This is an optimization exercise on Yosys and OpenROAD, whose aim is small area and a short achievable clock period, not a production implementation.
The flow treats the clock pin as an ideal source. Dropping or thinning the clock tree relies on that and would not hold on a real chip.
Power figures rest on the tool's default switching activity, not on a simulated workload.

==> flow/design.v <==
module registers (
    input logic rst,
    input logic clk,
    input logic [31:0] reg_addr,
    input logic [31:0] reg_wr_data,
    input logic reg_wr,
    output logic neg_b,
    output logic neg_c
);
    logic wr_hit, wr_nb, wr_nc;
    logic nb_r, nc_r;
    always_ff @(posedge clk)
    begin
        wr_hit <= ~rst & reg_wr & (reg_addr == 32'd10);
        wr_nb <= (reg_wr_data[1:0] == 2'h2);
        wr_nc <= (reg_wr_data[1:0] == 2'h1) | (reg_wr_data[1:0] == 2'h2);
    end
    assign neg_b = wr_hit ? wr_nb : nb_r;
    assign neg_c = wr_hit ? wr_nc : nc_r;
    always_ff @(posedge clk)
    begin
        if (rst) begin
            nb_r <= 1'b0;
            nc_r <= 1'b0;
        end
        else begin
            nb_r <= neg_b;
            nc_r <= neg_c;
        end
    end
endmodule
module calculate (
    input logic rst,
    input logic clk,
    input logic [31:0] a,
    input logic [31:0] b,
    input logic [31:0] c,
    input logic neg_b,
    input logic neg_c,
    output logic [63:0] z
);
    localparam int W = 38;
    localparam int K = 17;
    logic [31:0] bx, cx;
    logic [31:0] s0, cy0;
    logic [W-1:0] ra, rb;
    logic [W-1:0] p1, g1;
    logic nb1;
    logic [K-1:0] lo2;
    logic lo2_c;
    logic [W-K-1:0] hi2;
    logic [W-1:0] x2n;
    logic x2n_c;
    logic [W-K-1:0] hi3;
    logic [W-1:0] z3;
    logic rst1, rst12;
    assign bx = b ^ {32{neg_b}};
    assign cx = c ^ {32{neg_c}};
    assign s0  = a ^ bx ^ cx;
    assign cy0 = (a & bx) | (a & cx) | (bx & cx);
    assign ra = {{(W-32){neg_b ^ neg_c}}, s0};
    assign rb = {{(W-33){neg_b & neg_c}}, cy0, neg_c};
    always_ff @(posedge clk)
    begin
        p1 <= ra ^ rb;
        g1 <= {ra[W-1:1] & rb[W-1:1], (ra[0] & rb[0]) | (ra[0] & neg_b) | (rb[0] & neg_b)};
        nb1 <= neg_b;
    end
    prefix_carry #(.W(K)) ilo(.p(p1[K-1:0]), .g(g1[K-1:0]), .cin(nb1), .s(lo2), .cout(lo2_c));
    prefix_carry #(.W(W-K)) ihi(.p(p1[W-1:K]), .g(g1[W-1:K]), .cin(1'b0), .s(hi2), .cout());
    always_ff @(posedge clk)
    begin
        x2n <= ~{hi2, lo2};
        x2n_c <= ~lo2_c;
        rst1 <= rst;
        rst12 <= rst | rst1;
    end
    incrementer #(.W(W-K)) iinc(.x(~x2n[W-1:K]), .cin(~x2n_c), .s(hi3));
    always_ff @(posedge clk)
    begin
        if (rst | rst12)
            z3 <= '0;
        else
            z3 <= {hi3, ~x2n[K-1:0]};
    end
    always_comb
    begin
        z[W-1:0] = z3;
        for (int i = W; i < 64; i++)
            z[i] = z3[34 + (i % (W-34))];
    end
endmodule
module prefix_carry #(
    parameter int W = 38
) (
    input logic [W-1:0] p,
    input logic [W-1:0] g,
    input logic cin,
    output logic [W-1:0] s,
    output logic cout
);
    localparam int L = (W > 32) ? 6 : (W > 16) ? 5 : (W > 8) ? 4 : (W > 4) ? 3 : (W > 2) ? 2 : 1;
    for (genvar l = 0; l <= L; l++) begin : level
        logic [W-1:0] gg;
        logic [W-1:0] tt;
        if (l == 0) begin : first
            assign gg = g;
            assign tt = p;
        end
        else begin : next
            localparam int D = 1 << (l - 1);
            assign gg = {level[l-1].gg[W-1:D] | (level[l-1].tt[W-1:D] & level[l-1].gg[W-1-D:0]),
                         level[l-1].gg[D-1:0]};
            assign tt = {level[l-1].tt[W-1:D] & level[l-1].tt[W-1-D:0], level[l-1].tt[D-1:0]};
        end
    end
    assign s = p ^ {level[L].gg[W-2:0], cin};
    assign cout = level[L].gg[W-1];
endmodule
module incrementer #(
    parameter int W = 21
) (
    input logic [W-1:0] x,
    input logic cin,
    output logic [W-1:0] s
);
    localparam int L = (W > 32) ? 6 : (W > 16) ? 5 : (W > 8) ? 4 : (W > 4) ? 3 : (W > 2) ? 2 : 1;
    for (genvar l = 0; l <= L; l++) begin : level
        logic [W-1:0] tt;
        if (l == 0) begin : first
            assign tt = x;
        end
        else begin : next
            localparam int D = 1 << (l - 1);
            assign tt = {level[l-1].tt[W-1:D] & level[l-1].tt[W-1-D:0], level[l-1].tt[D-1:0]};
        end
    end
    assign s = x ^ ({level[L].tt[W-2:0], 1'b1} & {W{cin}});
endmodule
module operator (
    input logic rst,
    input logic clk,
    input logic [31:0] reg_addr,
    input logic [31:0] reg_wr_data,
    input logic reg_wr,
    input logic [31:0] a,
    input logic [31:0] b,
    input logic [31:0] c,
    output logic [63:0] z
);
    logic neg_b;
    logic neg_c;
    registers ireg(
        .clk(clk),
        .rst(rst),
        .reg_addr(reg_addr),
        .reg_wr_data(reg_wr_data),
        .reg_wr(reg_wr),
        .neg_b(neg_b),
        .neg_c(neg_c));
    calculate ical(
        .clk(clk),
        .rst(rst),
        .a(a),
        .b(b),
        .c(c),
        .neg_b(neg_b),
        .neg_c(neg_c),
        .z(z));
endmodule
Settings: LEC_CHECK=0, ABC_CLOCK_PERIOD_IN_PS=1000, CAP_MARGIN=20, CORE_MARGIN=2, CORE_UTILIZATION=70, CTS_BUF_LIST=sky130_fd_sc_hd__clkbuf_4 sky130_fd_sc_hd__clkbuf_8, CTS_CLUSTER_DIAMETER=60, CTS_CLUSTER_SIZE=30, SETUP_SLACK_MARGIN=3.7, SLEW_MARGIN=20; clock period 6.0 ns.
standard.sh (not shown) runs the stock make flow with config.mk's settings and CLKGATE_MAP_FILE= SYNTH_SCRIPT=/design/flow/synth_recipe.tcl, a recipe that flattens the netlist after the stock synthesis.
==> flow/flow/run.sh <==
#!/bin/bash
# Standard ORFS layout, except that:
#  - the port buffers are small plain buffers (buffer_ports otherwise picks a
#    large delay cell for every port);
#  - the clock tree is two levels: the clock port drives a root clock
#    buffer, which drives six leaf buffers, each driving the flip-flops of
#    one sixth of the core (manual_cts.tcl).
set -euo pipefail
W=$(pwd)
bash standard.sh synth > "$W/make_synth.log" 2>&1
export BUFFER_PORTS_ARGS="-buffer_cell sky130_fd_sc_hd__buf_1"
export PRE_CTS_TCL="$W/flow/manual_cts.tcl"
bash standard.sh > "$W/make_layout.log" 2>&1
Other scripts of this flow, unchanged in this note and not shown: flow/flow/manual_cts.tcl
Then changed:
--- a/flow/design.v
+++ b/flow/design.v
@@ -39,50 +39,59 @@
     input logic neg_c,
     output logic [63:0] z
 );
     localparam int W = 38;
-    localparam int K = 17;
+    localparam int B1 = 8;
+    localparam int B2 = 22;
     logic [31:0] bx, cx;
-    logic [31:0] s0, cy0;
+    logic [31:0] s1, cy1;
+    logic nb1, nc1;
     logic [W-1:0] ra, rb;
-    logic [W-1:0] p1, g1;
-    logic nb1;
-    logic [K-1:0] lo2;
-    logic lo2_c;
-    logic [W-K-1:0] hi2;
+    logic [W-1:0] p2, g2;
+    logic [B1-1:0] u0;
+    logic [B2-B1-1:0] u1;
+    logic [W-B2-1:0] u2;
+    logic c0, c1;
     logic [W-1:0] x2n;
-    logic x2n_c;
-    logic [W-K-1:0] hi3;
+    logic c0n, c1n;
+    logic [B2-B1-1:0] v1;
+    logic [W-B2-1:0] v2;
+    logic carry2;
     logic [W-1:0] z3;
     logic rst1, rst12;
     assign bx = b ^ {32{neg_b}};
     assign cx = c ^ {32{neg_c}};
-    assign s0  = a ^ bx ^ cx;
-    assign cy0 = (a & bx) | (a & cx) | (bx & cx);
-    assign ra = {{(W-32){neg_b ^ neg_c}}, s0};
-    assign rb = {{(W-33){neg_b & neg_c}}, cy0, neg_c};
     always_ff @(posedge clk)
     begin
-        p1 <= ra ^ rb;
-        g1 <= {ra[W-1:1] & rb[W-1:1], (ra[0] & rb[0]) | (ra[0] & neg_b) | (rb[0] & neg_b)};
+        s1  <= a ^ bx ^ cx;
+        cy1 <= (a & bx) | (a & cx) | (bx & cx);
         nb1 <= neg_b;
+        nc1 <= neg_c;
     end
-    prefix_carry #(.W(K)) ilo(.p(p1[K-1:0]), .g(g1[K-1:0]), .cin(nb1), .s(lo2), .cout(lo2_c));
-    prefix_carry #(.W(W-K)) ihi(.p(p1[W-1:K]), .g(g1[W-1:K]), .cin(1'b0), .s(hi2), .cout());
+    assign ra = {{(W-32){nb1 ^ nc1}}, s1};
+    assign rb = {{(W-33){nb1 & nc1}}, cy1, nc1};
+    assign p2 = ra ^ rb;
+    assign g2 = {ra[W-1:1] & rb[W-1:1], nb1 | (ra[0] & nc1)};
+    prefix_carry #(.W(B1)) iblk0(.p(p2[B1-1:0]), .g(g2[B1-1:0]), .cin(nb1), .s(u0), .cout(c0));
+    prefix_carry #(.W(B2-B1)) iblk1(.p(p2[B2-1:B1]), .g(g2[B2-1:B1]), .cin(1'b0), .s(u1), .cout(c1));
+    prefix_carry #(.W(W-B2)) iblk2(.p(p2[W-1:B2]), .g(g2[W-1:B2]), .cin(1'b0), .s(u2), .cout());
     always_ff @(posedge clk)
     begin
-        x2n <= ~{hi2, lo2};
-        x2n_c <= ~lo2_c;
+        x2n <= ~{u2, u1, u0};
+        c0n <= ~c0;
+        c1n <= ~c1;
         rst1 <= rst;
         rst12 <= rst | rst1;
     end
-    incrementer #(.W(W-K)) iinc(.x(~x2n[W-1:K]), .cin(~x2n_c), .s(hi3));
+    assign carry2 = ~c1n | (~c0n & (&(~x2n[B2-1:B1])));
+    incrementer #(.W(B2-B1)) iinc1(.x(~x2n[B2-1:B1]), .cin(~c0n), .s(v1));
+    incrementer #(.W(W-B2)) iinc2(.x(~x2n[W-1:B2]), .cin(carry2), .s(v2));
     always_ff @(posedge clk)
     begin
         if (rst | rst12)
             z3 <= '0;
         else
-            z3 <= {hi3, ~x2n[K-1:0]};
+            z3 <= {v2, v1, ~x2n[B1-1:0]};
     end
     always_comb
     begin
         z[W-1:0] = z3;
Setup slack is worse by 0.026 ns.
Area after synthesis shrinks by a few percent.
Worst hold slack is better by 0.0070 ns.
Flip-flop and latch count shrinks by 2.
Fmax shrinks slightly.
Register-to-register slack is worse by 0.06 ns.
Sequential share of layout area shrinks by 0.13 points.
Cell area shrinks slightly.
Total power shrinks slightly.
No run of this note included a check of the RTL's function; only the layout flow was run. No run of this note takes its clock network from TritonCTS; it comes from the design's own scripts or RTL.

## separate check: timing with driven ports
In the flow no input, the clock included, has a driving cell. The finished layouts below were timed again as built, in two steps.
Step 1 assumes that a clkbuf_16 drives the clock port and a buf_2 every other input.
Step 2 moves the port delays by t, midway between the first and last clock arrival at a register: inputs arrive t later, outputs are due t later. That takes back most of the time a late clock gives input paths.
Slacks: no drivers / after step 1 / after step 2; pairs: no drivers / after step 1.
| run | t (ns) | slack for setup (ns) | hold slack, ns |
|---|---|---|---|
| the first run | 0.377 | 3.788 / 3.797 / 3.421 | 0.372 / 0.372 / 0.372 |
| the second run | 0.379 | 3.761 / 3.761 / 3.447 | 0.379 / 0.379 / 0.379 |
After both steps every run listed still meets setup and hold. For the first run, which loses most, drivers alone change the setup slack by +0.009 ns; drivers and shift together by -0.367 ns.
